What follows belongs to an exercise in optimizing a design on an open flow for small area and a short achievable clock period; a production flow would make more cautious choices.
Only simulation tests tie the RTL to the original design; equivalence was not proved.
No activity file was given, so power comes from the tool's default toggle rates.

--- design/flow/run.sh ---
#!/bin/bash
# synth_recipe.tcl (not shown) runs the flow's synth.tcl, then flattens the netlist and writes it again
# the make line also repeats each setting of config.mk as NAME=value (left out here)
make -C /OpenROAD-flow-scripts/flow DESIGN_CONFIG=/design/flow/config.mk WORK_HOME=/design/flow/orfs CLKGATE_MAP_FILE= SYNTH_SCRIPT=/design/flow/synth_recipe.tcl finish
--- design/flow/config.mk ---
export PLATFORM = sky130hd
export DESIGN_NAME = sparc_alu_reg
export DESIGN_NICKNAME = sparc_alu_reg
export VERILOG_FILES = /design/flow/design.v
export SDC_FILE = /design/flow/constraint.sdc
export NUM_CORES = 8
export LEC_CHECK = 0
export ABC_AREA = 1
export CAP_MARGIN = 20
export CORE_MARGIN = 2
export CORE_UTILIZATION = 55
export SLEW_MARGIN = 20
--- design/flow/constraint.sdc ---
create_clock -name core_clock -period 400.0 [get_ports {clk}]
set_input_delay 80.0000 -clock core_clock [delete_from_list [all_inputs] [get_ports {clk}]]
set_output_delay 80.0000 -clock core_clock [all_outputs]
set_load 0.01 [all_outputs]
--- design/flow/design.v ---
module sparc_alu_reg (
    input             clk,
    input      [31:0] valA_in,
    input      [31:0] valB_in,
    input      [1:0]  op_in,
    input      [2:0]  op2_in,
    input      [21:0] imm22_in,
    input      [5:0]  op3_in,
    input             i_in,
    input      [12:0] simm13_in,
    input      [31:0] pc_in,
    input             a_in,
    input      [3:0]  cond_in,
    input      [29:0] disp30_in,
    input      [3:0]  icc_in,
    input      [31:0] y_in,
    output reg [63:0] res_out,
    output reg [31:0] target_out,
    output reg        mux_sel_out,
    output reg [3:0]  icc_out,
    output reg [31:0] y_out,
    output reg        a_out,
    output reg        trap_out
);
    reg [31:0] r_valA, r_valB, r_pc, r_y;
    reg [1:0]  r_op;
    reg [2:0]  r_op2;
    reg [21:0] r_imm22;
    reg [5:0]  r_op3;
    reg        r_i, r_a;
    reg [12:0] r_simm13;
    reg [3:0]  r_cond, r_icc;
    reg [29:0] r_disp30;
    wire [63:0] w_res;
    wire [31:0] w_target, w_y;
    wire        w_mux_sel, w_a, w_trap;
    wire [3:0]  w_icc;
    always @(posedge clk) begin
        r_valA   <= valA_in;
        r_valB   <= valB_in;
        r_op     <= op_in;
        r_op2    <= op2_in;
        r_imm22  <= imm22_in;
        r_op3    <= op3_in;
        r_i      <= i_in;
        r_simm13 <= simm13_in;
        r_pc     <= pc_in;
        r_a      <= a_in;
        r_cond   <= cond_in;
        r_disp30 <= disp30_in;
        r_icc    <= icc_in;
        r_y      <= y_in;
        res_out     <= w_res;
        target_out  <= w_target;
        mux_sel_out <= w_mux_sel;
        icc_out     <= w_icc;
        y_out       <= w_y;
        a_out       <= w_a;
        trap_out    <= w_trap;
    end
    ALU alu (
        .ALU_valA_in(r_valA), .ALU_valB_in(r_valB), .ALU_op_in(r_op),
        .ALU_op2_in(r_op2), .ALU_imm22_in(r_imm22), .ALU_op3_in(r_op3),
        .ALU_i_in(r_i), .ALU_simm13_in(r_simm13), .ALU_res_out(w_res),
        .ALU_PC_in(r_pc), .ALU_a_in(r_a), .ALU_cond_in(r_cond),
        .ALU_rd_in(5'd0), .ALU_disp30_in(r_disp30),
        .ALU_target_address_out(w_target), .ALU_mux_sel_out(w_mux_sel),
        .clk(clk), .reset(1'b0), .ALU_icc_in(r_icc), .ALU_icc_out(w_icc),
        .ALU_Y_in(r_y), .ALU_Y_out(w_y), .ALU_a_out(w_a),
        .ALU_trap_out(w_trap)
    );
endmodule

module alu_fa (input A, input B, input CIN, output SUM, output COUT);
	assign SUM  = A ^ B ^ CIN;
	assign COUT = (A & B) | (A & CIN) | (B & CIN);
endmodule
module alu_rca #(parameter W = 32) (
	input  [W-1:0] a,
	input  [W-1:0] b,
	input          ci,
	output [W-1:0] s,
	output         co
);
	wire [W:0] c;
	assign c[0] = ci;
	genvar i;
	generate for (i = 0; i < W; i = i + 1) begin : g
		alu_fa fa (.A(a[i]), .B(b[i]), .CIN(c[i]), .SUM(s[i]), .COUT(c[i+1]));
	end endgenerate
	assign co = c[W];
endmodule
module alu_rca0 #(parameter W = 32) (
	input  [W-1:0] a,
	input  [W-1:0] b,
	output [W-1:0] s,
	output         co
);
	wire [W:0] c;
	assign s[0] = a[0] ^ b[0];
	assign c[1] = a[0] & b[0];
	genvar i;
	generate for (i = 1; i < W; i = i + 1) begin : g
		alu_fa fa (.A(a[i]), .B(b[i]), .CIN(c[i]), .SUM(s[i]), .COUT(c[i+1]));
	end endgenerate
	assign co = c[W];
endmodule
module alu_add_sk #(parameter W = 32) (
	input  [W-1:0] a,
	input  [W-1:0] b,
	input          ci,
	output [W-1:0] s,
	output         co
);
	localparam L = W > 32 ? 6 : W > 16 ? 5 : W > 8 ? 4 : W > 4 ? 3 : W > 2 ? 2 : 1;
	wire [W-1:0] g [0:L];
	wire [W-1:0] p [0:L];
	assign g[0] = a & b;
	assign p[0] = a ^ b;
	genvar l, i;
	generate for (l = 0; l < L; l = l + 1) begin : lv
		for (i = 0; i < W; i = i + 1) begin : nd
			if ((i >> l) % 2 == 1) begin : c
				assign g[l+1][i] = g[l][i] | (p[l][i] & g[l][((i >> l) << l) - 1]);
				assign p[l+1][i] = p[l][i] & p[l][((i >> l) << l) - 1];
			end else begin : n
				assign g[l+1][i] = g[l][i];
				assign p[l+1][i] = p[l][i];
			end
		end
	end endgenerate
	wire [W:0] c;
	assign c[0] = ci;
	generate for (i = 0; i < W; i = i + 1) begin : cc
		assign c[i+1] = g[L][i] | (p[L][i] & ci);
	end endgenerate
	assign s = p[0] ^ c[W-1:0];
	assign co = c[W];
endmodule
module alu_carry #(parameter W = 32) (
	input  [W-1:0] a,
	input  [W-1:0] b,
	output         co
);
	function automatic [1:0] gp(input integer lo, input integer n, input [W-1:0] x, input [W-1:0] y);
		reg [1:0] h, l;
		begin
			if (n == 1) gp = {x[lo] & y[lo], x[lo] | y[lo]};
			else begin
				l = gp(lo, n / 2, x, y);
				h = gp(lo + n / 2, n - n / 2, x, y);
				gp = {h[1] | (h[0] & l[1]), h[0] & l[0]};
			end
		end
	endfunction
	wire [1:0] r = gp(0, W, a, b);
	assign co = r[1];
endmodule
module alu_qsel (input [6:0] est, input [7:0] ds, output qp1, output qp2, output qn1, output qn2);
	function automatic ge7(input [6:0] x, input [6:0] c);
		logic r;
		integer i;
		begin
			r = 1'b1;
			for (i = 0; i < 7; i = i + 1)
				if (c[i] ^ (i == 6)) r = (x[i] ^ (i == 6)) & r;
				else r = (x[i] ^ (i == 6)) | r;
			ge7 = r;
		end
	endfunction
	wire gm1 = (ds[0] & ge7(est, 7'd115)) | (ds[1] & ge7(est, 7'd113)) | (ds[2] & ge7(est, 7'd112)) | (ds[3] & ge7(est, 7'd111)) | (ds[4] & ge7(est, 7'd109)) | (ds[5] & ge7(est, 7'd108)) | (ds[6] & ge7(est, 7'd107)) | (ds[7] & ge7(est, 7'd105));
	wire g0 = (ds[0] & ge7(est, 7'd123)) | (ds[1] & ge7(est, 7'd123)) | (ds[2] & ge7(est, 7'd123)) | (ds[3] & ge7(est, 7'd123)) | (ds[4] & ge7(est, 7'd120)) | (ds[5] & ge7(est, 7'd120)) | (ds[6] & ge7(est, 7'd120)) | (ds[7] & ge7(est, 7'd120));
	wire g1 = (ds[0] & ge7(est, 7'd4)) | (ds[1] & ge7(est, 7'd4)) | (ds[2] & ge7(est, 7'd4)) | (ds[3] & ge7(est, 7'd4)) | (ds[4] & ge7(est, 7'd6)) | (ds[5] & ge7(est, 7'd6)) | (ds[6] & ge7(est, 7'd6)) | (ds[7] & ge7(est, 7'd6));
	wire g2 = (ds[0] & ge7(est, 7'd12)) | (ds[1] & ge7(est, 7'd14)) | (ds[2] & ge7(est, 7'd15)) | (ds[3] & ge7(est, 7'd17)) | (ds[4] & ge7(est, 7'd19)) | (ds[5] & ge7(est, 7'd20)) | (ds[6] & ge7(est, 7'd22)) | (ds[7] & ge7(est, 7'd24));
	assign qp2 = g2;
	assign qp1 = g1 & ~g2;
	assign qn1 = gm1 & ~g0;
	assign qn2 = ~gm1;
endmodule
module alu_qsel2 (input [6:0] est, input [27:0] thr, output qp1, output qp2, output qn1, output qn2);
	function automatic ge(input [6:0] x, input [6:0] y);
		reg [6:0] a, b, g, p;
		reg [6:0] G, P;
		integer i;
		begin
			a = x ^ 7'h40;
			b = ~(y ^ 7'h40);
			g = a & b;
			p = a | b;
			G[0] = g[0] | p[0];
			for (i = 1; i < 7; i = i + 1) G[i] = g[i] | (p[i] & G[i-1]);
			ge = G[6];
		end
	endfunction
	wire gm1 = ge(est, thr[6:0]);
	wire g0  = ge(est, thr[13:7]);
	wire g1  = ge(est, thr[20:14]);
	wire g2  = ge(est, thr[27:21]);
	assign qp2 = g2;
	assign qp1 = g1 & ~g2;
	assign qn1 = gm1 & ~g0;
	assign qn2 = ~gm1;
endmodule
module alu_add7 (input [6:0] a, input [6:0] b, input ci, output [6:0] s, output co);
	wire [6:0] p = a ^ b;
	wire [6:0] P1, G1, P2, G2, P3, G3;
	genvar i;
	generate for (i = 0; i < 7; i = i + 1) begin : l
		if (i % 2 == 1) begin : o1
			assign P1[i] = p[i] & p[i-1];
			assign G1[i] = p[i] ? a[i-1] : a[i];
		end else begin : e1
			assign P1[i] = p[i];
			assign G1[i] = a[i];
		end
		if (i % 4 >= 2) begin : o2
			assign P2[i] = P1[i] & P1[(i/4)*4+1];
			assign G2[i] = P1[i] ? G1[(i/4)*4+1] : G1[i];
		end else begin : e2
			assign P2[i] = P1[i];
			assign G2[i] = G1[i];
		end
		if (i >= 4) begin : o3
			assign P3[i] = P2[i] & P2[3];
			assign G3[i] = P2[i] ? G2[3] : G2[i];
		end else begin : e3
			assign P3[i] = P2[i];
			assign G3[i] = G2[i];
		end
	end endgenerate
	wire [6:0] c = {(P3[5:0] & {6{ci}}) | (~P3[5:0] & G3[5:0]), ci};
	assign s = p ^ c;
	assign co = P3[6] ? ci : G3[6];
endmodule
module alu_sm (input qp1, input qp2, input qn1, input qn2, output pos, output m1, output m2);
	assign pos = qp1 | qp2;
	assign m1 = qp1 | qn1;
	assign m2 = qp2 | qn2;
endmodule
module alu_srt_win (
	input  [6:0] ti,      
	input  [1:0] ys2,     
	input  [1:0] yc2,     
	input  [7:0] ds,      
	input  [6:0] dt,      
	input        cl,      
	input        mul,     
	input  [3:0] bs,      
	output [6:0] to,      
	output       hc,      
	output       ac,      
	output       qp1, qp2, qn1, qn2
);
	wire sp1, sp2, sn1, sn2;
	alu_qsel q (.est(ti), .ds(ds), .qp1(sp1), .qp2(sp2), .qn1(sn1), .qn2(sn2));
	assign qp1 = mul ? bs[3] : sp1;
	assign qp2 = mul ? bs[2] : sp2;
	assign qn1 = mul ? bs[1] : sn1;
	assign qn2 = mul ? bs[0] : sn2;
	wire [6:0] d1 = {1'b0, dt[6:1]};
	wire [6:0] d2 = dt;
	wire [6:0] m = (~d1 & {7{qp1}}) | (d1 & {7{qn1}}) | (~d2 & {7{qp2}}) | (d2 & {7{qn2}});
	wire [2:0] p = {ys2[1] & yc2[1] | (ys2[0] & yc2[0] & (ys2[1] ^ yc2[1])),
	                ys2[1] ^ yc2[1] ^ (ys2[0] & yc2[0]), ys2[0] ^ yc2[0]};
	wire [5:0] ic;
	wire [4:0] ui;
	assign ic[0] = p[2];
	genvar j;
	generate for (j = 0; j < 5; j = j + 1) begin : inc
		assign ui[j] = ti[j] ^ ic[j];
		assign ic[j+1] = ti[j] & ic[j];
	end endgenerate
	assign hc = ic[5];
	alu_add7 ta (.a({ui, p[1:0]}), .b(m), .ci(cl), .s(to), .co(ac));
endmodule
module alu_srt_step #(parameter FIRST = 0) (
	input  [6:0]  ti,
	input  [25:0] si,
	input  [25:0] ci,
	input  [1:0]  nb,     
	input  [31:0] dn,     
	input  [7:0]  ds,
	input         mul,
	input  [3:0]  bs,
	output [6:0]  to,
	output [25:0] so,
	output [25:0] co,
	output        hc, ac,
	output        qp1, qp2, qn1, qn2
);
	wire [27:0] ys = {si, nb};
	wire [27:0] yc = {ci, 2'b00};
	wire [25:0] mj;
	alu_srt_win win (.ti(ti), .ys2(ys[27:26]), .yc2(yc[27:26]), .ds(ds), .dt(dn[31:25]),
		.cl(mj[25]), .mul(mul), .bs(bs), .to(to), .hc(hc), .ac(ac),
		.qp1(qp1), .qp2(qp2), .qn1(qn1), .qn2(qn2));
	wire lpos, lm1, lm2;
	alu_sm sm (.qp1(qp1), .qp2(qp2), .qn1(qn1), .qn2(qn2), .pos(lpos), .m1(lm1), .m2(lm2));
	wire [25:0] d1 = dn[25:0];
	wire [25:0] d2 = {dn[24:0], 1'b0};
	wire [25:0] m;
	assign m[25] = (~d1[25] & qp1) | (d1[25] & qn1) | (~d2[25] & qp2) | (d2[25] & qn2);
	assign m[24:0] = ((d1[24:0] & {25{lm1}}) | (d2[24:0] & {25{lm2}})) ^ {25{lpos}};
	genvar i;
	generate for (i = 0; i < 26; i = i + 1) begin : b
		if (FIRST || i < 2) begin : h
			assign so[i] = ys[i] ^ m[i];
			assign mj[i] = ys[i] & m[i];
		end else if (i == 25) begin : t
			assign so[i] = ys[i] ^ yc[i] ^ m[i];
			assign mj[i] = (ys[i] & yc[i]) | (m[i] & (ys[i] | yc[i]));
		end else begin : f
			alu_fa fa (.A(ys[i]), .B(yc[i]), .CIN(m[i]), .SUM(so[i]), .COUT(mj[i]));
		end
	end endgenerate
	assign co = {mj[24:0], lpos};
endmodule
module alu_div_norm (
	input  [31:0] d,
	output [31:0] dn,
	output [4:0]  lz,
	output [7:0]  ds
);
	wire z16 = ~|d[31:16];
	wire [15:0] h16 = z16 ? d[15:0] : d[31:16];
	wire z8 = ~|h16[15:8];
	wire [7:0] h8 = z8 ? h16[7:0] : h16[15:8];
	wire z4 = ~|h8[7:4];
	wire [3:0] h4 = z4 ? h8[3:0] : h8[7:4];
	wire z2 = ~|h4[3:2];
	wire [1:0] h2 = z2 ? h4[1:0] : h4[3:2];
	wire z1 = ~h2[1];
	assign lz = {z16, z8, z4, z2, z1};
	wire [31:0] d_1 = z16 ? {d[15:0], 16'b0} : d;
	wire [31:0] d_2 = z8 ? {d_1[23:0], 8'b0} : d_1;
	wire [31:0] d_3 = z4 ? {d_2[27:0], 4'b0} : d_2;
	wire [31:0] d_4 = z2 ? {d_3[29:0], 2'b0} : d_3;
	assign dn = z1 ? {d_4[30:0], 1'b0} : d_4;
	assign ds = 8'b1 << dn[30:28];
endmodule
module alu_div_fin (
	input  [6:0]  t,
	input  [25:0] s,
	input  [25:0] c,
	input  [31:0] d,      
	input  [31:0] dn,     
	input  [4:0]  lz,
	input  [31:0] qp,
	input  [31:0] qn,
	output [31:0] q,
	output        sat,
	output [32:0] pl,
	output        plc
);
	wire [32:0] rem;
	alu_add_sk #(33) ar (.a({t, s}), .b({7'b0, c}), .ci(1'b0), .s(rem), .co(plc));
	assign pl = rem;
	wire neg = rem[32];
	wire qc;
	alu_add_sk #(32) aq (.a(qp), .b(~qn), .ci(~neg), .s(q), .co(qc));
	wire [32:0] ge, low;
	wire [31:0] dz;
	genvar i;
	generate for (i = 0; i < 33; i = i + 1) begin : st
		assign ge[i] = i >= lz;
		if (i == 0) begin : z
			assign low[i] = 1'b1;
			assign dz[i] = 1'b1;
		end else begin : nz
			assign low[i] = low[i-1] & ~dn[i-1];
			if (i < 32) begin : dd
				assign dz[i] = dz[i-1] & ~d[i-1];
			end
		end
	end endgenerate
	wire [32:0] k1 = {1'b0, dn} ^ (ge & low);    
	wire [32:0] k2 = ge;                          
	wire [31:0] dm1 = d ^ dz;                     
	wire [32:0] ea = {t, s}, eb = {7'b0, c};
	wire [32:0] ex = ea ^ eb;
	wire [32:0] x1 = ex ^ k1, x2 = ex ^ k2;
	wire [32:0] m1 = (ea & eb) | (ex & ~k1);
	wire [32:0] m2 = (ea & eb) | (ex & ~k2);
	wire eq1 = ~|(x1 ^ {m1[31:0], 1'b0});
	wire eq2 = ~|(x2 ^ {m2[31:0], 1'b0});
	wire qd;
	alu_carry #(32) qdc (.a(q), .b(dm1), .co(qd));
	assign sat = (eq1 | eq2) & qd;
endmodule
module alu_muldiv (
	input  [63:0] n,      
	input  [31:0] d,      
	input  [31:0] a,      
	input  [31:0] b,      
	input         mul,    
	output [31:0] q,
	output        sat,
	output [63:0] p
);
	wire [31:0] dn;
	wire [4:0] lz;
	wire [7:0] ds;
	alu_div_norm norm (.d(d), .dn(dn), .lz(lz), .ds(ds));
	wire [31:0] x = mul ? a : dn;
	wire [63:0] nm = n & {64{~mul}};
	wire [79:0] n_1 = lz[4] ? {nm, 16'b0} : {16'b0, nm};
	wire [87:0] n_2 = lz[3] ? {n_1, 8'b0} : {8'b0, n_1};
	wire [91:0] n_3 = lz[2] ? {n_2, 4'b0} : {4'b0, n_2};
	wire [93:0] n_4 = lz[1] ? {n_3, 2'b0} : {2'b0, n_3};
	wire [94:0] nn  = lz[0] ? {n_4, 1'b0} : {1'b0, n_4};
	wire [34:0] bx = {2'b0, b, 1'b0};
	wire [3:0] bsel [0:32];
	genvar k;
	generate for (k = 0; k < 33; k = k + 1) begin : bd
		if (k <= 16) begin : d
			wire b2 = bx[2*k+2], b1 = bx[2*k+1], b0 = bx[2*k];
			assign bsel[k] = {b2 & (b1 ^ b0), b2 & ~b1 & ~b0, ~b2 & (b1 ^ b0), ~b2 & b1 & b0};
		end else begin : z
			assign bsel[k] = 4'b0;
		end
	end endgenerate
	wire [6:0]  t [0:33];
	wire [25:0] s [0:33];
	wire [25:0] c [0:33];
	wire [32:0] qp1, qp2, qn1, qn2, hc, ac;
	assign t[33] = {4'b0, nn[94:92]};
	assign s[33] = nn[91:66];
	assign c[33] = 26'b0;
	generate for (k = 32; k >= 0; k = k - 1) begin : st
		alu_srt_step #(.FIRST(k == 32)) step (.ti(t[k+1]), .si(s[k+1]), .ci(c[k+1]),
			.nb(nn[2*k+1:2*k]), .dn(x), .ds(ds), .mul(mul), .bs(bsel[k]), .to(t[k]), .so(s[k]),
			.co(c[k]), .hc(hc[k]), .ac(ac[k]), .qp1(qp1[k]), .qp2(qp2[k]), .qn1(qn1[k]), .qn2(qn2[k]));
	end endgenerate
	wire [31:0] qp, qn;
	generate for (k = 0; k < 16; k = k + 1) begin : qd
		assign qp[2*k+1:2*k] = {qp2[k], qp1[k]};
		assign qn[2*k+1:2*k] = {qn2[k], qn1[k]};
	end endgenerate
	wire [32:0] pl;
	wire plc;
	alu_div_fin fin (.t(t[0]), .s(s[0]), .c(c[0]), .d(d), .dn(dn), .lz(lz), .qp(qp), .qn(qn),
		.q(q), .sat(sat), .pl(pl), .plc(plc));
	wire [30:0] v1, v2, v3;
	generate for (k = 0; k < 16; k = k + 1) begin : hi
		assign v1[2*k] = t[k+1][5];
		assign v2[2*k] = hc[k] ^ ac[k];
		assign v3[2*k] = ~(qp1[k] | qp2[k]);
		if (k < 15) begin : u
			assign v1[2*k+1] = t[k+1][6];
			assign v2[2*k+1] = hc[k] & ac[k];
			assign v3[2*k+1] = 1'b1;
		end
	end endgenerate
	wire [30:0] hs = v1 ^ v2 ^ v3;
	wire [30:0] hk = (v1 & v2) | (v1 & v3) | (v2 & v3);
	wire [30:0] ph;
	wire phc;
	alu_add_sk #(31) ah (.a(hs), .b({hk[29:0], 1'b1}), .ci(plc), .s(ph), .co(phc));
	assign p = {ph, pl};
endmodule
module ALU
(
	input [31:0] ALU_valA_in,
	input [31:0] ALU_valB_in,
	input [1:0] ALU_op_in,
	input [2:0] ALU_op2_in,
	input [21:0] ALU_imm22_in,
	input [5:0] ALU_op3_in,
	input ALU_i_in,
	input [12:0] ALU_simm13_in,
	output logic [63:0] ALU_res_out,
	input [31:0] ALU_PC_in,
	input ALU_a_in,
	input [3:0] ALU_cond_in,
	input [4:0] ALU_rd_in,
	input [29:0] ALU_disp30_in,
	output logic [31:0] ALU_target_address_out,
	output logic ALU_mux_sel_out,
	input clk, 
	input reset,
	input [3:0] ALU_icc_in,
	output logic [3:0] ALU_icc_out,
	input [31:0] ALU_Y_in,
	output logic [31:0] ALU_Y_out,
	output logic ALU_a_out,
	output logic ALU_trap_out
);
	wire [31:0] A = ALU_valA_in;
	wire [31:0] B = ALU_i_in ? {{19{ALU_simm13_in[12]}}, ALU_simm13_in} : ALU_valB_in;
	wire [31:0] Y = ALU_Y_in;
	wire [5:0] op3 = ALU_op3_in;
	wire [3:0] cond = ALU_cond_in;
	wire [3:0] icc = ALU_icc_in;
	wire f3 = ALU_op_in == 2'b10;
	wire is_call = ALU_op_in == 2'b01;
	wire is_sethi = ALU_op_in == 2'b00 && ALU_op2_in == 3'b100;
	wire is_br = ALU_op_in == 2'b00 && ALU_op2_in == 3'b010;
	wire o_logic = f3 && op3[5] == 1'b0 && op3[3] == 1'b0 && op3[1:0] != 2'b00;
	wire o_logcc = o_logic && op3[4];
	wire o_sub   = f3 && (op3 == 6'b000100 || op3 == 6'b010100 || op3 == 6'b001100 || op3 == 6'b011100 ||
	                      op3 == 6'b100001 || op3 == 6'b100011);
	wire o_usec  = f3 && (op3 == 6'b001000 || op3 == 6'b011000 || op3 == 6'b001100 || op3 == 6'b011100);
	wire o_arcc  = f3 && (op3 == 6'b010000 || op3 == 6'b011000 || op3 == 6'b010100 || op3 == 6'b011100 ||
	                      op3 == 6'b100000 || op3 == 6'b100001 || op3 == 6'b100100);
	wire o_tag   = f3 && (op3 == 6'b100000 || op3 == 6'b100001);
	wire o_tagtv = f3 && (op3 == 6'b100010 || op3 == 6'b100011);
	wire o_mulscc = f3 && op3 == 6'b100100;
	wire o_shift = f3 && (op3 == 6'b100101 || op3 == 6'b100110 || op3 == 6'b100111);
	wire o_umul  = f3 && (op3 == 6'b001010 || op3 == 6'b011010);
	wire o_smul  = f3 && (op3 == 6'b001011 || op3 == 6'b011011);
	wire o_mulcc = f3 && (op3 == 6'b011010 || op3 == 6'b011011);
	wire o_udiv  = f3 && (op3 == 6'b001110 || op3 == 6'b011110);
	wire o_sdiv  = f3 && (op3 == 6'b001111 || op3 == 6'b011111);
	wire o_udivcc = f3 && op3 == 6'b011110;
	wire o_sdivcc = f3 && op3 == 6'b011111;
	wire o_jmpl  = f3 && op3 == 6'b111000;
	wire o_rdy   = f3 && op3 == 6'b101000;
	wire o_wry   = f3 && op3 == 6'b110000;
	wire o_trap  = f3 && op3 == 6'b111010;
	wire [31:0] ax = o_mulscc ? {1'b0, A[31:1]} : A;
	wire [31:0] bx = o_mulscc ? (B & {32{Y[0]}}) : B;
	wire cuse = o_usec & icc[0];
	wire [31:0] sum;
	wire cout;
	wire binv = o_sub | (o_logic & op3[2]);   
	wire [31:0] bi = bx ^ {32{binv}};
	alu_rca #(32) add (.a(ax), .b(bi), .ci(cuse ^ o_sub), .s(sum), .co(cout));
	wire r32 = cout ^ o_sub;   
	wire [63:0] res_add = {{31{o_sub & r32}}, r32, sum};
	wire [31:0] bl = bi;
	wire [31:0] lres = op3[1:0] == 2'b01 ? (A & bl) : op3[1:0] == 2'b10 ? (A | bl) : (A ^ bl);
	wire lhi = op3[2] & op3[1];   
	wire [63:0] res_log = {{32{lhi}}, lres};
	wire [4:0] sh = B[4:0];
	wire left = op3[1:0] == 2'b01;
	wire [4:0] ramt = left ? (~sh + 5'd1) : sh;
	wire [31:0] rt1 = ramt[0] ? {A[0], A[31:1]} : A;
	wire [31:0] rt2 = ramt[1] ? {rt1[1:0], rt1[31:2]} : rt1;
	wire [31:0] rt3 = ramt[2] ? {rt2[3:0], rt2[31:4]} : rt2;
	wire [31:0] rt4 = ramt[3] ? {rt3[7:0], rt3[31:8]} : rt3;
	wire [31:0] rot = ramt[4] ? {rt4[15:0], rt4[31:16]} : rt4;
	wire [31:0] ge;    
	genvar gi;
	generate for (gi = 0; gi < 32; gi = gi + 1) begin : thermo
		assign ge[gi] = gi >= sh;
	end endgenerate
	wire [31:0] ger;
	generate for (gi = 0; gi < 32; gi = gi + 1) begin : thermor
		assign ger[gi] = ge[31-gi];
	end endgenerate
	wire sgn = op3[0] & A[31];   
	wire [63:0] res_sh = left ? {rot & ~ge, rot & ge} :
	                     {{32{sgn}}, (rot & ger) | ({32{sgn}} & ~ger)};
	wire [63:0] prod;
	wire [31:0] dq;
	wire sat;    
	alu_muldiv md (.n({Y, A}), .d(B), .a(A), .b(B), .mul(o_umul | o_smul), .q(dq), .sat(sat),
		.p(prod));
	wire [31:0] udq = sat ? 32'hffffffff : dq;
	always_comb begin
		ALU_res_out = res_add;
		if (is_call || o_jmpl) ALU_res_out = {32'b0, ALU_PC_in};
		if (is_sethi) ALU_res_out = {32'b0, ALU_imm22_in, 10'b0};
		if (o_logic) ALU_res_out = res_log;
		if (o_shift) ALU_res_out = res_sh;
		if (o_umul) ALU_res_out = prod;
		if (o_smul) ALU_res_out = {{32{prod[31]}}, prod[31:0]};
		if (o_udiv) ALU_res_out = {32'b0, udq};
		if (o_sdiv) ALU_res_out = {32'b0, dq};
		if (o_rdy) ALU_res_out = {32'b0, Y};
		if (o_wry) ALU_res_out = {A ^ B, 32'b0};
		if (o_trap) ALU_res_out = 64'b0;
	end
	wire zadd = ~r32 & ~|sum;
	wire ovf = ~(A[31] ^ B[31] ^ o_sub) & (A[31] ^ sum[31]);
	wire tag = A[0] | A[1] | B[0] | B[1];
	always_comb begin
		ALU_icc_out = icc;
		if (o_logcc) ALU_icc_out[2] = ~lhi & ~|lres;
		if (o_arcc) ALU_icc_out = {sum[31], zadd, ovf | (o_tag & tag), r32};
		if (o_tagtv && !(tag || ovf)) ALU_icc_out = {sum[31], zadd, 1'b0, r32};
		if (o_mulcc) ALU_icc_out = {prod[31], ~|prod[31:0], 2'b00};
		if (o_udivcc) ALU_icc_out = {udq[31], ~|udq, sat, 1'b0};
		if (o_sdivcc) ALU_icc_out = {dq[31], ~|dq, 2'b00};
	end
	assign ALU_Y_out = o_mulscc ? {A[0], Y[31:1]} : Y;
	wire cn = icc[3], cz = icc[2], cv = icc[1], cc = icc[0];
	logic base;
	always_comb begin
		case (cond[2:0])
			3'd0: base = 1'b0;
			3'd1: base = cz;
			3'd2: base = cz | (cn ^ cv);
			3'd3: base = cn ^ cv;
			3'd4: base = cc | cz;
			3'd5: base = cc;
			3'd6: base = cn;
			default: base = cv;
		endcase
	end
	wire take = base ^ cond[3];
	wire ttake = cond == 4'b0100 ? (cc | cz | cn) : cond == 4'b0110 ? 1'b0 : take;
	wire [29:0] off = is_call ? ALU_disp30_in : {{8{ALU_imm22_in[21]}}, ALU_imm22_in};
	wire [29:0] pct;
	wire pcc;
	alu_rca0 #(30) tadd (.a(ALU_PC_in[31:2]), .b(off), .s(pct), .co(pcc));
	assign ALU_target_address_out = o_jmpl ? sum : (is_call || is_br) ? {pct, ALU_PC_in[1:0]} : 32'b0;
	assign ALU_mux_sel_out = is_call | o_jmpl | (is_br & take);
	assign ALU_a_out = ALU_a_in & ~is_call & ~(is_br & take & (cond[2:0] != 3'b000));
	assign ALU_trap_out = o_trap & ttake;
endmodule
==> impl_results.html, run 1 <==
<table>
<tr><th>Metric</th><th>Value</th></tr>
<tr><th colspan="2">Clock tree</th></tr>
<tr><td>Insertion delay of the later-clocked pin in the worst-skew pair</td><td>0.61 ns</td></tr>
<tr><td>Clock tree from TritonCTS</td><td>yes</td></tr>
<tr><td>Register clock-pin slew on the reported worst setup and hold paths</td><td>0.06 ns</td></tr>
<tr><td>Clock root buffer</td><td>clkbuf_16</td></tr>
<tr><td>Maximum buffer depth of the clock tree</td><td>3</td></tr>
<tr><td>Number of levels in the clock H-tree</td><td>2</td></tr>
<tr><td>Hold_buf cts</td><td>0</td></tr>
<tr><td>Post-CTS Setup Bufs</td><td>0</td></tr>
<tr><td>Post-cts repair resize count</td><td>0</td></tr>
<tr><td>Sink count of the clock tree</td><td>349</td></tr>
<tr><td>Num CTS Buffers</td><td>36</td></tr>
<tr><th colspan="2">Place</th></tr>
<tr><td>Half-perimeter wire length after detailed placement</td><td>431000 um</td></tr>
<tr><td>Number of buffers inserted by port buffering</td><td>349</td></tr>
<tr><td>Number of placed cells counting well taps</td><td>18267</td></tr>
<tr><td>Placer congestion estimate</td><td>1.16</td></tr>
<tr><td>Cell area after placement</td><td>113000 um2</td></tr>
<tr><th colspan="2">Setup path</th></tr>
<tr><td>Reg2reg path depth</td><td>627</td></tr>
<tr><td>Beginning of the critical path</td><td>r_i$_DFF_P_</td></tr>
<tr><td>Number of cells on the critical path</td><td>627</td></tr>
<tr><td>End of the critical path</td><td>res_out[4]$_SDFF_PP0_</td></tr>
<tr><td>Library cell contributing the largest single delay on the critical path</td><td>o21ai_0</td></tr>
<tr><td>Slowest stage delay, CP</td><td>0.86 ns</td></tr>
<tr><td>Minimum setup slack among reg-to-reg paths</td><td>303.13 ns</td></tr>
<tr><td>Data arrival time of the worst path</td><td>97.28 ns</td></tr>
<tr><td>CP Launch Type</td><td>flop</td></tr>
<tr><td>Number of buffers and inverters on the critical path</td><td>76</td></tr>
<tr><td>Most frequent cell on the critical path</td><td>nand2_1</td></tr>
<tr><td>Critical path class</td><td>flop to flop</td></tr>
<tr><td>Peak fanout along the critical path</td><td>70</td></tr>
<tr><td>CP delay by family, top</td><td>simple AND/OR/NAND/NOR gates</td></tr>
<tr><td>Worst Path Required</td><td>400.41 ns</td></tr>
<tr><td>Reg-to-reg critical path startpoint</td><td>r_i$_DFF_P_</td></tr>
<tr><td>Crit Reg-Reg Endpoint</td><td>res_out[4]$_SDFF_PP0_</td></tr>
<tr><td>Type of element capturing the critical path</td><td>flop</td></tr>
<tr><th colspan="2">Synthesis</th></tr>
<tr><td>Leading cell types by total area after synthesis</td><td>fa_1 17%, nand2_1 14%, xor2_1 6.5%</td></tr>
<tr><td>Synth warnings</td><td>8</td></tr>
<tr><td>Most repeated cell in the gate-level netlist after synthesis</td><td>nand2_1</td></tr>
<tr><td>Number of synthesized flops with an enable pin</td><td>0</td></tr>
<tr><td>Cell Area, Synth</td><td>108000 um2</td></tr>
<tr><td>Primary FF master, synth</td><td>dfxtp_1</td></tr>
<tr><td>Top cell types by occurrence after synthesis</td><td>3998 x nand2_1, 1699 x inv_1, 1008 x o21ai_0, 933 x fa_1, 843 x nand2_2</td></tr>
<tr><td>Post-synthesis average cell area</td><td>6.85 um2</td></tr>
<tr><td>Library cells used by synthesis</td><td>109</td></tr>
<tr><td>Fraction of registers with async set/reset</td><td>0</td></tr>
<tr><td>Synthesis-stage register bit count</td><td>349</td></tr>
<tr><td>Proportion of netlist area held by the largest area contributor</td><td>0.173</td></tr>
<tr><td>Gate Count Post-Synth</td><td>15790</td></tr>
<tr><td>Sequential fraction of the synthesis area</td><td>0.0646</td></tr>
<tr><td>Number of nets produced by synthesis</td><td>17477</td></tr>
<tr><td>Post-synth top area cell</td><td>fa_1</td></tr>
<tr><th colspan="2">Timing</th></tr>
<tr><td>Max-slew violations</td><td>0</td></tr>
<tr><td>Total negative slack</td><td>0 ns</td></tr>
<tr><td>Final critical-path required period</td><td>96.87 ns</td></tr>
<tr><td>Maximum frequency from static timing analysis</td><td>0.0103 GHz</td></tr>
<tr><td>Skew final</td><td>0.0535 ns</td></tr>
<tr><td>Finish-stage setup viols</td><td>0</td></tr>
<tr><td>Worst-Margin Slew</td><td>1.33 ns</td></tr>
<tr><td>Final worst-path cycle share</td><td>0.242</td></tr>
<tr><td>Slew margin rel.</td><td>0.109</td></tr>
<tr><td>RSZ-0062 raised after global routing</td><td>false</td></tr>
<tr><td>Hold violation count in the final report</td><td>0</td></tr>
<tr><th colspan="2">Finish</th></tr>
<tr><td>Number of fillers in the final layout</td><td>18195</td></tr>
<tr><td>Post-route non-filler standard cell count</td><td>18392</td></tr>
<tr><td>Finished Cell Area</td><td>114000 um2</td></tr>
<tr><td>Final net count</td><td>17368</td></tr>
<tr><td>Share of layout cells above drive strength 1</td><td>0.159</td></tr>
<tr><td>Synth-to-layout area growth</td><td>5.43%</td></tr>
<tr><th colspan="2">Global routing</th></tr>
<tr><td>Global route overflow</td><td>0</td></tr>
<tr><td>Pin count of the biggest net entering global routing</td><td>128</td></tr>
<tr><td>Gr usage total</td><td>0.526</td></tr>
<tr><td>Number of global-route vias before repair</td><td>112345</td></tr>
<tr><td>Number of antenna violations at the first check in global routing</td><td>58</td></tr>
<tr><td>Global-route wire length before repair</td><td>771000 um</td></tr>
<tr><th colspan="2">Run</th></tr>
<tr><td>Number of violations of the max-capacitance limit</td><td>0</td></tr>
<tr><th colspan="2">Pwr</th></tr>
<tr><td>Top power group</td><td>combinational logic</td></tr>
<tr><td>Worst IR drop on VDD</td><td>17900 uV</td></tr>
<tr><td>P_sw</td><td>1.04 W</td></tr>
<tr><td>Power in combinational cells</td><td>1.57 W</td></tr>
<tr><td>Clock power share</td><td>0</td></tr>
<tr><td>Power attributed to sequential cells</td><td>0.0000494 W</td></tr>
<tr><td>Gate power share</td><td>1.000</td></tr>
<tr><td>Switch share</td><td>0.660</td></tr>
<tr><td>Power density cells</td><td>13800 nW/um2</td></tr>
<tr><td>Internal cell power</td><td>0.535 W</td></tr>
<tr><td>Seq pwr share</td><td>0</td></tr>
<tr><td>Clock net power</td><td>0.0000354 W</td></tr>
<tr><td>Leakage power total</td><td>55.9 nW</td></tr>
<tr><th colspan="2">Route</th></tr>
<tr><td>Number of nets with antenna violations after detailed routing</td><td>0</td></tr>
<tr><td>DRC violation count after routing</td><td>0</td></tr>
<tr><td>Vias after detailed routing</td><td>120375</td></tr>
<tr><td>DRT Pass-1 Iters</td><td>13</td></tr>
<tr><td>Detailed-route vias per instance</td><td>6.54</td></tr>
<tr><td>DRT iter0 DRCs</td><td>19137</td></tr>
<tr><td>Drt wl/cell</td><td>29.6 um</td></tr>
<tr><td>Aggregate routed wire length</td><td>544000 um</td></tr>
<tr><th colspan="2">Worst hold path</th></tr>
<tr><td>Worst hold path endpoint</td><td>a_out$_DFF_P_</td></tr>
<tr><td>WHS Path Cells</td><td>2</td></tr>
<tr><td>Class of the most critical hold timing path</td><td>flop to flop</td></tr>
<tr><td>Hold path startpoint</td><td>r_a$_DFF_P_</td></tr>
<tr><th colspan="2">Die</th></tr>
<tr><td>Die area</td><td>200000 um2</td></tr>
<tr><td>Effective utilization at floorplan</td><td>0.554</td></tr>
<tr><td>Ports</td><td>350</td></tr>
<tr><td>Vertical die dimension</td><td>447 um</td></tr>
<tr><td>Die Wd</td><td>447 um</td></tr>
<tr><td>Total core area</td><td>195000 um2</td></tr>
<tr><td>Placement Rows</td><td>162</td></tr>
<tr><th colspan="2">Status</th></tr>
<tr><td>Status</td><td>no timing/DRC/antenna violations</td></tr>
</table>
[state kept, by name, summed over array words and instances, names as in the netlist]
register	count
r_op	2
mux_sel_out	1
r_disp30	30
r_a	1
target_out	32
res_out	64
r_valB	32
r_op3	6
y_out	32
icc_out	4
r_i	1
r_cond	4
r_op2	3
a_out	1
r_icc	4
r_simm13	13
r_imm22	22
r_pc	32
r_y	32
r_valA	32
trap_out	1
[layout by cell type, fill, tap and decap left out, types with 539 or more instances in the layout]
| master | count |
|---|---|
| xor2_1 | 805 |
| inv_1 | 1691 |
| nand3_1 | 830 |
| o22ai_1 | 797 |
| o21ai_0 | 998 |
| fa_1 | 933 |
| nand2_1 | 3997 |
| ha_1 | 539 |
| nor2_1 | 627 |
| nand2_2 | 841 |
[layout make-up]
class | count | area, um2 | share of cell area
antenna | 62 | 155 | 0.00136
clock buffer | 46 | 998 | 0.00876
clock inverter | 17 | 219 | 0.00192
inverter | 1932 | 7610 | 0.0667
multi-input combinational | 12689 | 88800 | 0.779
sequential | 349 | 6990 | 0.0613
tap | 2624 | 3280 | 0.0288
timing repair buffer | 673 | 5960 | 0.0523
[metal layers]
metal / GRT usage / routed length (um) / vias to the layer above
met2: 0.717 / 209000 / 10630
met1: 0.648 / 193000 / 55937
met4: 0.407 / 53300 / 44
li1: - / - / 50881
met5: 0 / 467 / -
met3: 0.224 / 88100 / 2883
[cells by family after synthesis]
family,count (synthesis),share of synthesized area
AOI/OAI and AO/OA,2781,0.156
xor gates and xnor gates,977,0.0802
adders and majority gates,1474,0.235
buffers and inverters,2752,0.119
DFF,349,0.0646
muxes,23,0.00213
and+or+nand+nor,7434,0.343
[through the flow]
stage	worst slack, ns	util	hold WS [ns]	power (W)
after floorplan	319.67	-	0.410	1.69
after global placement	308.60	0.577	0.431	1.59
after detailed placement	307.31	0.577	0.459	1.60
after CTS	307.02	0.583	0.463	1.60
after global routing	297.03	0.583	0.507	1.62
final	303.13	0.584	0.458	1.57
==> run 2, diff against run 1 <==
--- a/design/flow/design.v
+++ b/design/flow/design.v
@@ -137,6 +137,38 @@
 	assign s = p[0] ^ c[W-1:0];
 	assign co = c[W];
 endmodule
+module alu_add_mx #(parameter W = 32) (
+	input  [W-1:0] a,
+	input  [W-1:0] b,
+	input          ci,
+	output [W-1:0] s,
+	output         co
+);
+	localparam L = W > 32 ? 6 : W > 16 ? 5 : W > 8 ? 4 : W > 4 ? 3 : W > 2 ? 2 : 1;
+	wire [W-1:0] g [0:L];
+	wire [W-1:0] p [0:L];
+	assign g[0] = a;
+	assign p[0] = a ^ b;
+	genvar l, i;
+	generate for (l = 0; l < L; l = l + 1) begin : lv
+		for (i = 0; i < W; i = i + 1) begin : nd
+			if ((i >> l) % 2 == 1) begin : c
+				assign g[l+1][i] = p[l][i] ? g[l][((i >> l) << l) - 1] : g[l][i];
+				assign p[l+1][i] = p[l][i] & p[l][((i >> l) << l) - 1];
+			end else begin : n
+				assign g[l+1][i] = g[l][i];
+				assign p[l+1][i] = p[l][i];
+			end
+		end
+	end endgenerate
+	wire [W:0] c;
+	assign c[0] = ci;
+	generate for (i = 0; i < W; i = i + 1) begin : cc
+		assign c[i+1] = p[L][i] ? ci : g[L][i];
+	end endgenerate
+	assign s = p[0] ^ c[W-1:0];
+	assign co = c[W];
+endmodule
 module alu_carry #(parameter W = 32) (
 	input  [W-1:0] a,
 	input  [W-1:0] b,
@@ -353,11 +385,11 @@
 	output        plc
 );
 	wire [32:0] rem;
-	alu_add_sk #(33) ar (.a({t, s}), .b({7'b0, c}), .ci(1'b0), .s(rem), .co(plc));
+	alu_add_mx #(33) ar (.a({t, s}), .b({7'b0, c}), .ci(1'b0), .s(rem), .co(plc));
 	assign pl = rem;
 	wire neg = rem[32];
 	wire qc;
-	alu_add_sk #(32) aq (.a(qp), .b(~qn), .ci(~neg), .s(q), .co(qc));
+	alu_add_mx #(32) aq (.a(qp), .b(~qn), .ci(~neg), .s(q), .co(qc));
 	wire [32:0] ge, low;
 	wire [31:0] dz;
 	genvar i;
@@ -455,7 +487,7 @@
 	wire [30:0] hk = (v1 & v2) | (v1 & v3) | (v2 & v3);
 	wire [30:0] ph;
 	wire phc;
-	alu_add_sk #(31) ah (.a(hs), .b({hk[29:0], 1'b1}), .ci(plc), .s(ph), .co(phc));
+	alu_add_mx #(31) ah (.a(hs), .b({hk[29:0], 1'b1}), .ci(plc), .s(ph), .co(phc));
 	assign p = {ph, pl};
 endmodule
 module ALU
==> run 2 against run 1 <==
Still clean. Flip-flop and latch count unchanged. Sequential share of layout area is 0.086 points lower. Critical path depth shrank 87. Register-to-register slack better by 9.6 ns. First-iteration DRC count decreased by 13%. Clock skew shrank 0.023 ns. Largest cell class unchanged. Highest routed layer unchanged.
==> impl_results.html, run 2 <==
<table>
<tr><th>Metric</th><th>Value</th></tr>
<tr><th colspan="2">Status</th></tr>
<tr><td>Status</td><td>no timing/DRC/antenna violations</td></tr>
<tr><th colspan="2">Finish</th></tr>
<tr><td>Most frequent cells in the layout</td><td>4154 x nand2_1, 1870 x inv_1, 1022 x o21ai_0, 927 x fa_1, 883 x nand3_1</td></tr>
<tr><td>Number of fillers in the final layout</td><td>19621 (+7.8%)</td></tr>
<tr><td>Register with the most flip-flops</td><td>res_out</td></tr>
<tr><td>Flip-flop count of the largest register, all copies and words added</td><td>64 (unchanged)</td></tr>
<tr><td>Synth-to-layout area growth</td><td>5.25%</td></tr>
<tr><td>Most frequent standard cell in the layout excluding fill and tap cells</td><td>nand2_1</td></tr>
<tr><td>Final net count</td><td>17969 (+3.5%)</td></tr>
<tr><td>Area of the multi-input gates</td><td>89600 um2 (+0.94%)</td></tr>
<tr><td>Share of layout cells above drive strength 1</td><td>0.152 (-0.00759)</td></tr>
<tr><td>Area used by sequential logic in the layout</td><td>6990 um2 (unchanged)</td></tr>
<tr><th colspan="2">Setup path</th></tr>
<tr><td>Number of cells on the critical path</td><td>540 (-14%)</td></tr>
<tr><td>Data arrival time of the worst path</td><td>87.70 ns (-9.58 ns)</td></tr>
<tr><td>Beginning of the critical path</td><td>r_i$_DFF_P_</td></tr>
<tr><td>Crit Reg-Reg Endpoint</td><td>res_out[10]$_SDFF_PP0_</td></tr>
<tr><td>Peak fanout along the critical path</td><td>75 (+7.1%)</td></tr>
<tr><td>Reg2reg path depth</td><td>540 (-14%)</td></tr>
<tr><td>Number of buffers and inverters on the critical path</td><td>65 (-14%)</td></tr>
<tr><td>Type of element capturing the critical path</td><td>flop</td></tr>
<tr><td>Critical path class</td><td>flop to flop</td></tr>
<tr><td>CP Launch Type</td><td>flop</td></tr>
<tr><td>Slowest stage delay, CP</td><td>1.11 ns (+0.25 ns)</td></tr>
<tr><td>CP delay by family, top</td><td>simple AND/OR/NAND/NOR gates</td></tr>
<tr><td>End of the critical path</td><td>res_out[10]$_SDFF_PP0_</td></tr>
<tr><td>Most frequent cell on the critical path</td><td>nand2_1</td></tr>
<tr><td>Minimum setup slack among reg-to-reg paths</td><td>312.76 ns (+9.63 ns)</td></tr>
<tr><td>Worst Path Required</td><td>400.46 ns (+0.05 ns)</td></tr>
<tr><td>Library cell contributing the largest single delay on the critical path</td><td>a21oi_1</td></tr>
<tr><td>Reg-to-reg critical path startpoint</td><td>r_i$_DFF_P_</td></tr>
<tr><th colspan="2">Worst hold path</th></tr>
<tr><td>Class of the most critical hold timing path</td><td>flop to flop</td></tr>
<tr><td>Hold path startpoint</td><td>r_a$_DFF_P_</td></tr>
<tr><td>Worst hold path endpoint</td><td>a_out$_DFF_P_</td></tr>
<tr><td>WHS Path Cells</td><td>2 (unchanged)</td></tr>
<tr><th colspan="2">Run</th></tr>
<tr><td>Number of violations of the max-capacitance limit</td><td>0 (unchanged)</td></tr>
<tr><th colspan="2">Pwr</th></tr>
<tr><td>Leakage power total</td><td>56.8 nW (+1.6%)</td></tr>
<tr><td>P_sw</td><td>1.06 W (+1.4%)</td></tr>
<tr><td>Power density cells</td><td>13900 nW/um2 (+0.44%)</td></tr>
<tr><td>Seq pwr share</td><td>0 (unchanged)</td></tr>
<tr><td>Gate power share</td><td>1.000 (about the same)</td></tr>
<tr><td>Internal cell power</td><td>0.549 W (+2.7%)</td></tr>
<tr><td>Clock power share</td><td>0 (unchanged)</td></tr>
<tr><td>Switch share</td><td>0.658 (-0.00276)</td></tr>
<tr><td>Power in combinational cells</td><td>1.60 W (about the same)</td></tr>
<tr><td>Clock net power</td><td>0.0000372 W</td></tr>
<tr><td>Top power group</td><td>combinational logic</td></tr>
<tr><td>Worst IR drop on VDD</td><td>15300 uV (-15%)</td></tr>
<tr><td>Total chip power</td><td>1.60 W (+1.9%)</td></tr>
<tr><td>Power attributed to sequential cells</td><td>0.0000499 W</td></tr>
<tr><th colspan="2">Clock tree</th></tr>
<tr><td>Post-CTS Setup Bufs</td><td>0 (unchanged)</td></tr>
<tr><td>Hold_buf cts</td><td>0 (unchanged)</td></tr>
<tr><td>Maximum buffer depth of the clock tree</td><td>3 (unchanged)</td></tr>
<tr><td>Clock tree from TritonCTS</td><td>yes</td></tr>
<tr><td>Number of levels in the clock H-tree</td><td>2 (unchanged)</td></tr>
<tr><td>Post-cts repair resize count</td><td>0 (unchanged)</td></tr>
<tr><td>Clock root buffer</td><td>clkbuf_16</td></tr>
<tr><td>Num CTS Buffers</td><td>36 (unchanged)</td></tr>
<tr><td>Register clock-pin slew on the reported worst setup and hold paths</td><td>0.07 ns (about the same)</td></tr>
<tr><td>Insertion delay of the later-clocked pin in the worst-skew pair</td><td>0.61 ns (about the same)</td></tr>
<tr><td>Sink count of the clock tree</td><td>349 (unchanged)</td></tr>
<tr><th colspan="2">Die</th></tr>
<tr><td>Total core area</td><td>199000 um2 (+2.0%)</td></tr>
<tr><td>Placement Rows</td><td>164 (+1.2%)</td></tr>
<tr><td>Effective utilization at floorplan</td><td>0.552 (-0.00201)</td></tr>
<tr><td>Vertical die dimension</td><td>451 um (+0.79%)</td></tr>
<tr><td>Die area</td><td>203000 um2 (+1.6%)</td></tr>
<tr><td>Die Wd</td><td>451 um (+0.79%)</td></tr>
<tr><td>Ports</td><td>350 (unchanged)</td></tr>
<tr><th colspan="2">Route</th></tr>
<tr><td>DRT iter0 DRCs</td><td>16576 (-13%)</td></tr>
<tr><td>DRC violation count after routing</td><td>0 (unchanged)</td></tr>
<tr><td>Detailed-route vias per instance</td><td>6.18 (-5.5%)</td></tr>
<tr><td>Number of nets with antenna violations after detailed routing</td><td>0 (unchanged)</td></tr>
<tr><td>Drt wl/cell</td><td>27.1 um (-8.5%)</td></tr>
<tr><td>Aggregate routed wire length</td><td>516000 um (-5.1%)</td></tr>
<tr><td>Vias after detailed routing</td><td>117917 (-2.0%)</td></tr>
<tr><td>DRT Pass-1 Iters</td><td>10 (-3)</td></tr>
<tr><th colspan="2">Synthesis</th></tr>
<tr><td>Library cells used by synthesis</td><td>114 (+4.6%)</td></tr>
<tr><td>Cell Area, Synth</td><td>110000 um2 (+1.6%)</td></tr>
<tr><td>Sequential fraction of the synthesis area</td><td>0.0636 (-0.00102)</td></tr>
<tr><td>Leading cell types by total area after synthesis</td><td>fa_1 17%, nand2_1 14%, inv_1 6.4%</td></tr>
<tr><td>Fraction of registers with async set/reset</td><td>0 (unchanged)</td></tr>
<tr><td>Synth warnings</td><td>8 (unchanged)</td></tr>
<tr><td>Synthesis-stage register bit count</td><td>349 (unchanged)</td></tr>
<tr><td>Post-synth top area cell</td><td>fa_1</td></tr>
<tr><td>Post-synthesis average cell area</td><td>6.67 um2 (-2.6%)</td></tr>
<tr><td>Gate Count Post-Synth</td><td>16470 (+4.3%)</td></tr>
<tr><td>Proportion of netlist area held by the largest area contributor</td><td>0.169 (-0.00381)</td></tr>
<tr><td>Number of synthesized flops with an enable pin</td><td>0 (unchanged)</td></tr>
<tr><td>Top cell types by occurrence after synthesis</td><td>4155 x nand2_1, 1879 x inv_1, 1028 x o21ai_0, 927 x fa_1, 883 x nand3_1</td></tr>
<tr><td>Most repeated cell in the gate-level netlist after synthesis</td><td>nand2_1</td></tr>
<tr><td>Number of nets produced by synthesis</td><td>18092 (+3.5%)</td></tr>
<tr><td>Primary FF master, synth</td><td>dfxtp_1</td></tr>
<tr><th colspan="2">Timing</th></tr>
<tr><td>Hold violation count in the final report</td><td>0 (unchanged)</td></tr>
<tr><td>Final worst-path cycle share</td><td>0.218 (-0.0241)</td></tr>
<tr><td>Worst Slack Setup Final</td><td>312.76 ns (+9.63 ns)</td></tr>
<tr><td>RSZ-0062 raised after global routing</td><td>false</td></tr>
<tr><td>Final critical-path required period</td><td>87.24 ns (-9.63 ns)</td></tr>
<tr><td>Slew margin rel.</td><td>0.136 (+0.0263)</td></tr>
<tr><td>Finish-stage setup viols</td><td>0 (unchanged)</td></tr>
<tr><td>Worst-Margin Slew</td><td>1.30 ns (-0.0300 ns)</td></tr>
<tr><td>Skew final</td><td>0.0305 ns (-0.0230 ns)</td></tr>
<tr><td>Post-route worst hold slack</td><td>0.430 ns (-0.0270 ns)</td></tr>
<tr><td>Maximum frequency from static timing analysis</td><td>0.0115 GHz (+11%)</td></tr>
<tr><td>Total negative slack</td><td>0 ns (unchanged)</td></tr>
<tr><td>Max-slew violations</td><td>0 (unchanged)</td></tr>
<tr><th colspan="2">Place</th></tr>
<tr><td>Placer congestion estimate</td><td>1.14 (-2.4%)</td></tr>
<tr><td>Setup slack at placement</td><td>315.43 ns (+8.12 ns)</td></tr>
<tr><td>Number of buffers inserted by port buffering</td><td>349 (unchanged)</td></tr>
<tr><td>Half-perimeter wire length after detailed placement</td><td>416000 um (-3.5%)</td></tr>
<tr><th colspan="2">Global routing</th></tr>
<tr><td>Global-route wire length before repair</td><td>738000 um (-4.3%)</td></tr>
<tr><td>Pin count of the biggest net entering global routing</td><td>88 (-31%)</td></tr>
<tr><td>Number of global-route vias before repair</td><td>106584 (-5.1%)</td></tr>
<tr><td>Number of antenna violations at the first check in global routing</td><td>46 (-21%)</td></tr>
<tr><td>Gr usage total</td><td>0.491 (-0.0355)</td></tr>
<tr><td>Global route overflow</td><td>0 (unchanged)</td></tr>
</table>
run 2: per-layer routing:
metal | global-route usage | routed length [um]
met1 | 0.642 | 196000
met2 | 0.674 | 202000
met3 | 0.178 | 77200
met4 | 0.318 | 40800
met5 | 0 | 183
run 2: worst max path at each step:
stage,slack [ns],to,startpoint,cells after the start
global placement,316.23,res_out[10]$_SDFF_PP0_,r_i$_DFF_P_,523
floorplan,319.67,a_out,a_out$_DFF_P_,0
run 2: cells by family (layout without fill, tap and decap cells):
family                     Yosys count  after routing  synth area share
buffers and inverters             2969           2872             0.125
xor gates and xnor gates           974            974            0.0789
AOI/OAI and AO/OA                 2832           2832             0.154
and+or+nand+nor                   7914           7914             0.353
adders and majority gates         1407           1407             0.224
muxes                               25             25           0.00230
other                                0             46                 0
DFF                                349            349            0.0636
run 2: power by group through the flow:
stage | clock network, W | logic [W] | registers, W
global placement | 0 | 1.60 | 0.0000513
floorplan | 0 | 1.75 | 0.0000612
run 2: metrics by stage:
step,area [um2],std cells,util
2_1_floorplan,110000,16470,-
3_3_place_gp,114000,18960,0.573
3_5_place_dp,114000,18960,0.573
4_1_cts,115000,19024,0.580
5_1_grt,116000,19030,0.580
6_report,116000,19075,0.581
run 2: area by class of cell:
type,instances,area share
clock buffer,47,0.00859
sequential,349,0.0604
inverter,2155,0.0732
timing repair buffer,653,0.0506
tap,2656,0.0287
clock inverter,17,0.00231
antenna,46,0.000996
multi-input combinational,13152,0.775
==> run 3, diff against run 2 <==
--- a/design/flow/config.mk
+++ b/design/flow/config.mk
@@ -6,7 +6,7 @@
 export NUM_CORES = 8
 export LEC_CHECK = 0
 export ABC_AREA = 1
-export CAP_MARGIN = 20
+export CAP_MARGIN = 50
 export CORE_MARGIN = 2
 export CORE_UTILIZATION = 55
-export SLEW_MARGIN = 20
+export SLEW_MARGIN = 50
==> run 3 against run 2 <==
Still clean on timing, DRC and antenna. Flip-flop and latch count stayed put. Non-clock buffer count increased by 12. Area after synthesis unchanged. Critical endpoint is now icc_out[2]$_DFF_P_. Hold slack worse by 0.0016 ns. Clock skew fell by 0.010 ns.
==> impl_results.html, run 3 <==
<table>
<tr><th>Metric</th><th>Value</th></tr>
<tr><th colspan="2">Timing</th></tr>
<tr><td>Total negative slack</td><td>0 ns (unchanged)</td></tr>
<tr><td>Worst-Margin Slew</td><td>0.924 ns (-0.372 ns)</td></tr>
<tr><td>Final worst-path cycle share</td><td>0.213 (-0.00493)</td></tr>
<tr><td>RSZ-0062 raised after global routing</td><td>false</td></tr>
<tr><td>Worst Slack Setup Final</td><td>314.74 ns (+1.97 ns)</td></tr>
<tr><td>Post-route worst hold slack</td><td>0.429 ns (-0.00160 ns)</td></tr>
<tr><td>Slew margin rel.</td><td>0.378 (+0.242)</td></tr>
<tr><td>Final critical-path required period</td><td>85.26 ns (-1.97 ns)</td></tr>
<tr><td>Skew final</td><td>0.0204 ns (-0.0101 ns)</td></tr>
<tr><td>Maximum frequency from static timing analysis</td><td>0.0117 GHz (+2.3%)</td></tr>
<tr><td>Max-slew violations</td><td>0 (unchanged)</td></tr>
<tr><td>Hold violation count in the final report</td><td>0 (unchanged)</td></tr>
<tr><td>Finish-stage setup viols</td><td>0 (unchanged)</td></tr>
<tr><th colspan="2">Pwr</th></tr>
<tr><td>Total chip power</td><td>1.66 W (+3.8%)</td></tr>
<tr><td>P_sw</td><td>1.09 W (+3.6%)</td></tr>
<tr><td>Clock net power</td><td>0.0000373 W</td></tr>
<tr><td>Switch share</td><td>0.657 (-0.00116)</td></tr>
<tr><td>Gate power share</td><td>1.000 (about the same)</td></tr>
<tr><td>Power in combinational cells</td><td>1.66 W (+4%)</td></tr>
<tr><td>Seq pwr share</td><td>0 (unchanged)</td></tr>
<tr><td>Worst IR drop on VDD</td><td>16000 uV (+4.7%)</td></tr>
<tr><td>Top power group</td><td>combinational logic</td></tr>
<tr><td>Power attributed to sequential cells</td><td>0.0000500 W</td></tr>
<tr><td>Power density cells</td><td>14300 nW/um2 (+3.3%)</td></tr>
<tr><td>Clock power share</td><td>0 (unchanged)</td></tr>
<tr><td>Leakage power total</td><td>56.9 nW (+0.20%)</td></tr>
<tr><td>Internal cell power</td><td>0.572 W (+4.1%)</td></tr>
<tr><th colspan="2">Synthesis</th></tr>
<tr><td>Primary FF master, synth</td><td>dfxtp_1</td></tr>
<tr><td>Post-synth top area cell</td><td>fa_1</td></tr>
<tr><td>Leading cell types by total area after synthesis</td><td>fa_1 17%, nand2_1 14%, inv_1 6.4%</td></tr>
<tr><td>Fraction of registers with async set/reset</td><td>0 (unchanged)</td></tr>
<tr><td>Gate Count Post-Synth</td><td>16470 (unchanged)</td></tr>
<tr><td>Synthesis-stage register bit count</td><td>349 (unchanged)</td></tr>
<tr><td>Top cell types by occurrence after synthesis</td><td>4155 x nand2_1, 1879 x inv_1, 1028 x o21ai_0, 927 x fa_1, 883 x nand3_1</td></tr>
<tr><td>Sequential fraction of the synthesis area</td><td>0.0636 (unchanged)</td></tr>
<tr><td>Number of synthesized flops with an enable pin</td><td>0 (unchanged)</td></tr>
<tr><td>Most repeated cell in the gate-level netlist after synthesis</td><td>nand2_1</td></tr>
<tr><td>Post-synthesis average cell area</td><td>6.67 um2 (unchanged)</td></tr>
<tr><td>Cell Area, Synth</td><td>110000 um2 (unchanged)</td></tr>
<tr><td>Synth warnings</td><td>8 (unchanged)</td></tr>
<tr><td>Proportion of netlist area held by the largest area contributor</td><td>0.169 (unchanged)</td></tr>
<tr><td>Number of nets produced by synthesis</td><td>18092 (unchanged)</td></tr>
<tr><td>Library cells used by synthesis</td><td>114 (unchanged)</td></tr>
<tr><th colspan="2">Clock tree</th></tr>
<tr><td>Post-cts repair resize count</td><td>0 (unchanged)</td></tr>
<tr><td>Insertion delay of the later-clocked pin in the worst-skew pair</td><td>0.63 ns (+0.02 ns)</td></tr>
<tr><td>Sink count of the clock tree</td><td>349 (unchanged)</td></tr>
<tr><td>Hold_buf cts</td><td>0 (unchanged)</td></tr>
<tr><td>Maximum buffer depth of the clock tree</td><td>3 (unchanged)</td></tr>
<tr><td>Number of levels in the clock H-tree</td><td>2 (unchanged)</td></tr>
<tr><td>Post-CTS Setup Bufs</td><td>0 (unchanged)</td></tr>
<tr><td>Num CTS Buffers</td><td>36 (unchanged)</td></tr>
<tr><td>Clock root buffer</td><td>clkbuf_16</td></tr>
<tr><td>Register clock-pin slew on the reported worst setup and hold paths</td><td>0.07 ns (about the same)</td></tr>
<tr><td>Clock tree from TritonCTS</td><td>yes</td></tr>
<tr><th colspan="2">Finish</th></tr>
<tr><td>Area of the multi-input gates</td><td>89900 um2 (+0.26%)</td></tr>
<tr><td>Synth-to-layout area growth</td><td>5.66%</td></tr>
<tr><td>Most frequent cells in the layout</td><td>4151 x nand2_1, 1844 x inv_1, 986 x o21ai_0, 927 x fa_1, 884 x nand2_2</td></tr>
<tr><td>Final net count</td><td>17981 (+0.067%)</td></tr>
<tr><td>Share of layout cells above drive strength 1</td><td>0.158 (+0.00577)</td></tr>
<tr><td>Most frequent standard cell in the layout excluding fill and tap cells</td><td>nand2_1</td></tr>
<tr><td>Area used by sequential logic in the layout</td><td>6990 um2 (unchanged)</td></tr>
<tr><td>Number of fillers in the final layout</td><td>19713 (+0.47%)</td></tr>
<tr><td>Register with the most flip-flops</td><td>res_out</td></tr>
<tr><td>Flip-flop count of the largest register, all copies and words added</td><td>64 (unchanged)</td></tr>
<tr><td>Finished Cell Area</td><td>116000 um2 (+0.40%)</td></tr>
<tr><th colspan="2">Place</th></tr>
<tr><td>Placer congestion estimate</td><td>1.14 (unchanged)</td></tr>
<tr><td>Half-perimeter wire length after detailed placement</td><td>416000 um (about the same)</td></tr>
<tr><td>Setup slack at placement</td><td>317.39 ns (+1.96 ns)</td></tr>
<tr><td>Cell area after placement</td><td>115000 um2 (+0.37%)</td></tr>
<tr><td>Number of buffers inserted by port buffering</td><td>349 (unchanged)</td></tr>
<tr><th colspan="2">Worst hold path</th></tr>
<tr><td>Class of the most critical hold timing path</td><td>flop to flop</td></tr>
<tr><td>WHS Path Cells</td><td>2 (unchanged)</td></tr>
<tr><td>Hold path startpoint</td><td>r_a$_DFF_P_</td></tr>
<tr><td>Worst hold path endpoint</td><td>a_out$_DFF_P_</td></tr>
<tr><th colspan="2">Die</th></tr>
<tr><td>Total core area</td><td>199000 um2 (unchanged)</td></tr>
<tr><td>Die area</td><td>203000 um2 (unchanged)</td></tr>
<tr><td>Vertical die dimension</td><td>451 um (unchanged)</td></tr>
<tr><td>Ports</td><td>350 (unchanged)</td></tr>
<tr><td>Effective utilization at floorplan</td><td>0.552 (unchanged)</td></tr>
<tr><td>Placement Rows</td><td>164 (unchanged)</td></tr>
<tr><td>Die Wd</td><td>451 um (unchanged)</td></tr>
<tr><th colspan="2">Route</th></tr>
<tr><td>DRC violation count after routing</td><td>0 (unchanged)</td></tr>
<tr><td>Detailed-route vias per instance</td><td>6.18 (about the same)</td></tr>
<tr><td>DRT iter0 DRCs</td><td>17816 (+7.5%)</td></tr>
<tr><td>DRT Pass-1 Iters</td><td>9 (-1)</td></tr>
<tr><td>Number of nets with antenna violations after detailed routing</td><td>0 (unchanged)</td></tr>
<tr><td>Aggregate routed wire length</td><td>517000 um (+0.22%)</td></tr>
<tr><td>Vias after detailed routing</td><td>117935 (+0.015%)</td></tr>
<tr><td>Drt wl/cell</td><td>27.1 um (+0.11%)</td></tr>
<tr><th colspan="2">Setup path</th></tr>
<tr><td>Crit Reg-Reg Endpoint</td><td>icc_out[2]$_DFF_P_</td></tr>
<tr><td>Peak fanout along the critical path</td><td>75 (unchanged)</td></tr>
<tr><td>Slowest stage delay, CP</td><td>0.79 ns (-0.32 ns)</td></tr>
<tr><td>Minimum setup slack among reg-to-reg paths</td><td>314.74 ns (+1.97 ns)</td></tr>
<tr><td>Critical path class</td><td>flop to flop</td></tr>
<tr><td>CP Launch Type</td><td>flop</td></tr>
<tr><td>Library cell contributing the largest single delay on the critical path</td><td>nor4_1</td></tr>
<tr><td>Number of cells on the critical path</td><td>580 (+7.4%)</td></tr>
<tr><td>Number of buffers and inverters on the critical path</td><td>67 (+3.1%)</td></tr>
<tr><td>End of the critical path</td><td>icc_out[2]$_DFF_P_</td></tr>
<tr><td>Beginning of the critical path</td><td>r_i$_DFF_P_</td></tr>
<tr><td>Data arrival time of the worst path</td><td>85.75 ns (-1.95 ns)</td></tr>
<tr><td>Reg-to-reg critical path startpoint</td><td>r_i$_DFF_P_</td></tr>
<tr><td>CP delay by family, top</td><td>simple AND/OR/NAND/NOR gates</td></tr>
<tr><td>Reg2reg path depth</td><td>580 (+7.4%)</td></tr>
<tr><td>Worst Path Required</td><td>400.48 ns (+0.02 ns)</td></tr>
<tr><td>Type of element capturing the critical path</td><td>flop</td></tr>
<tr><td>Most frequent cell on the critical path</td><td>nand2_1</td></tr>
<tr><th colspan="2">Status</th></tr>
<tr><td>Status</td><td>no timing/DRC/antenna violations</td></tr>
<tr><th colspan="2">Global routing</th></tr>
<tr><td>Global-route wire length before repair</td><td>739000 um (about the same)</td></tr>
<tr><td>Pin count of the biggest net entering global routing</td><td>88 (unchanged)</td></tr>
<tr><td>Global route overflow</td><td>0 (unchanged)</td></tr>
<tr><td>Number of global-route vias before repair</td><td>106516 (-0.064%)</td></tr>
<tr><td>Gr usage total</td><td>0.492 (+0.000787)</td></tr>
<tr><td>Number of antenna violations at the first check in global routing</td><td>49 (+6.5%)</td></tr>
<tr><th colspan="2">Run</th></tr>
<tr><td>Number of violations of the max-capacitance limit</td><td>0 (unchanged)</td></tr>
</table>
run 3: power groups by stage:
stage | Combinational, W | Sequential [W] | Clock, W
floorplan | 1.75 | 0.0000612 | 0
global placement | 1.60 | 0.0000513 | 0
run 3: area by class of cell:
class	instances	area share
Clock buffer	47	0.00863
Antenna cell	57	0.00123
Multi-Input combinational cell	13152	0.774
Sequential cell	349	0.0602
Inverter	2155	0.0730
Tap cell	2656	0.0286
Clock inverter	15	0.00222
Timing Repair Buffer	665	0.0520
run 3: per-layer routing:
layer | vias to the layer above | global-route usage | share of wire
met4 | 52 | 0.310 | 0.079
met1 | 54822 | 0.646 | 0.38
li1 | 52887 | - | -
met2 | 8429 | 0.677 | 0.39
met5 | - | 0 | 0.00073
met3 | 1745 | 0.177 | 0.15
run 3: cells by family (layout without fill, tap and decap cells):
| kind of cell | Yosys count | after routing | share of synthesized area |
|---|---|---|---|
| adder cells (fa/ha/maj) | 1407 | 1407 | 0.224 |
| AND/OR/NAND/NOR | 7914 | 7914 | 0.353 |
| AO/OA/AOI/OAI | 2832 | 2832 | 0.154 |
| buffers and inverters | 2969 | 2882 | 0.125 |
| XOR/XNOR | 974 | 974 | 0.0789 |
| other | 0 | 57 | 0 |
| flip-flops | 349 | 349 | 0.0636 |
| multiplexers | 25 | 25 | 0.00230 |
run 3: metrics by stage:
stage	util	std cells
detailed placement	0.576	18975
global placement	0.573	18960
global route	0.583	19045
finish	0.583	19096
floorplan	-	16470
CTS	0.582	19037
run 3: how the worst max path moves through the flow:
stage,start,end,slack [ns],depth (start not counted)
global placement,r_i$_DFF_P_,res_out[10]$_SDFF_PP0_,316.23,523
floorplan,a_out$_DFF_P_,a_out,319.67,0

-- re-timing with driven ports --
In the flow no input, the clock included, has a driving cell. The finished layouts below were timed again as built, in two steps.
Step 1 (the two cells are an assumption about what drives the block):
set clk [get_ports {clk}]
set_driving_cell -lib_cell sky130_fd_sc_hd__clkbuf_16 $clk
set_driving_cell -lib_cell sky130_fd_sc_hd__buf_2 [delete_from_list [all_inputs] $clk]
Step 2 also shifts input and output timing later by t, the mid clock arrival at the registers, as if the neighbouring blocks saw the same clock.
Three values: ideal, step 1, step 2; two values: the first two.
run | t (ns) | setup slack, ns | worst setup path after step 2 | worst slew at a driven data input, ns
run 1 | 0.662 | 303.134 / 303.134 / 303.134 | register to register | 0.12
run 2 | 0.676 | 312.764 / 312.764 / 312.764 | register to register | 0.10
run 3 | 0.689 | 314.736 / 314.736 / 314.736 | register to register | 0.10
After both steps every run listed still meets setup and hold.
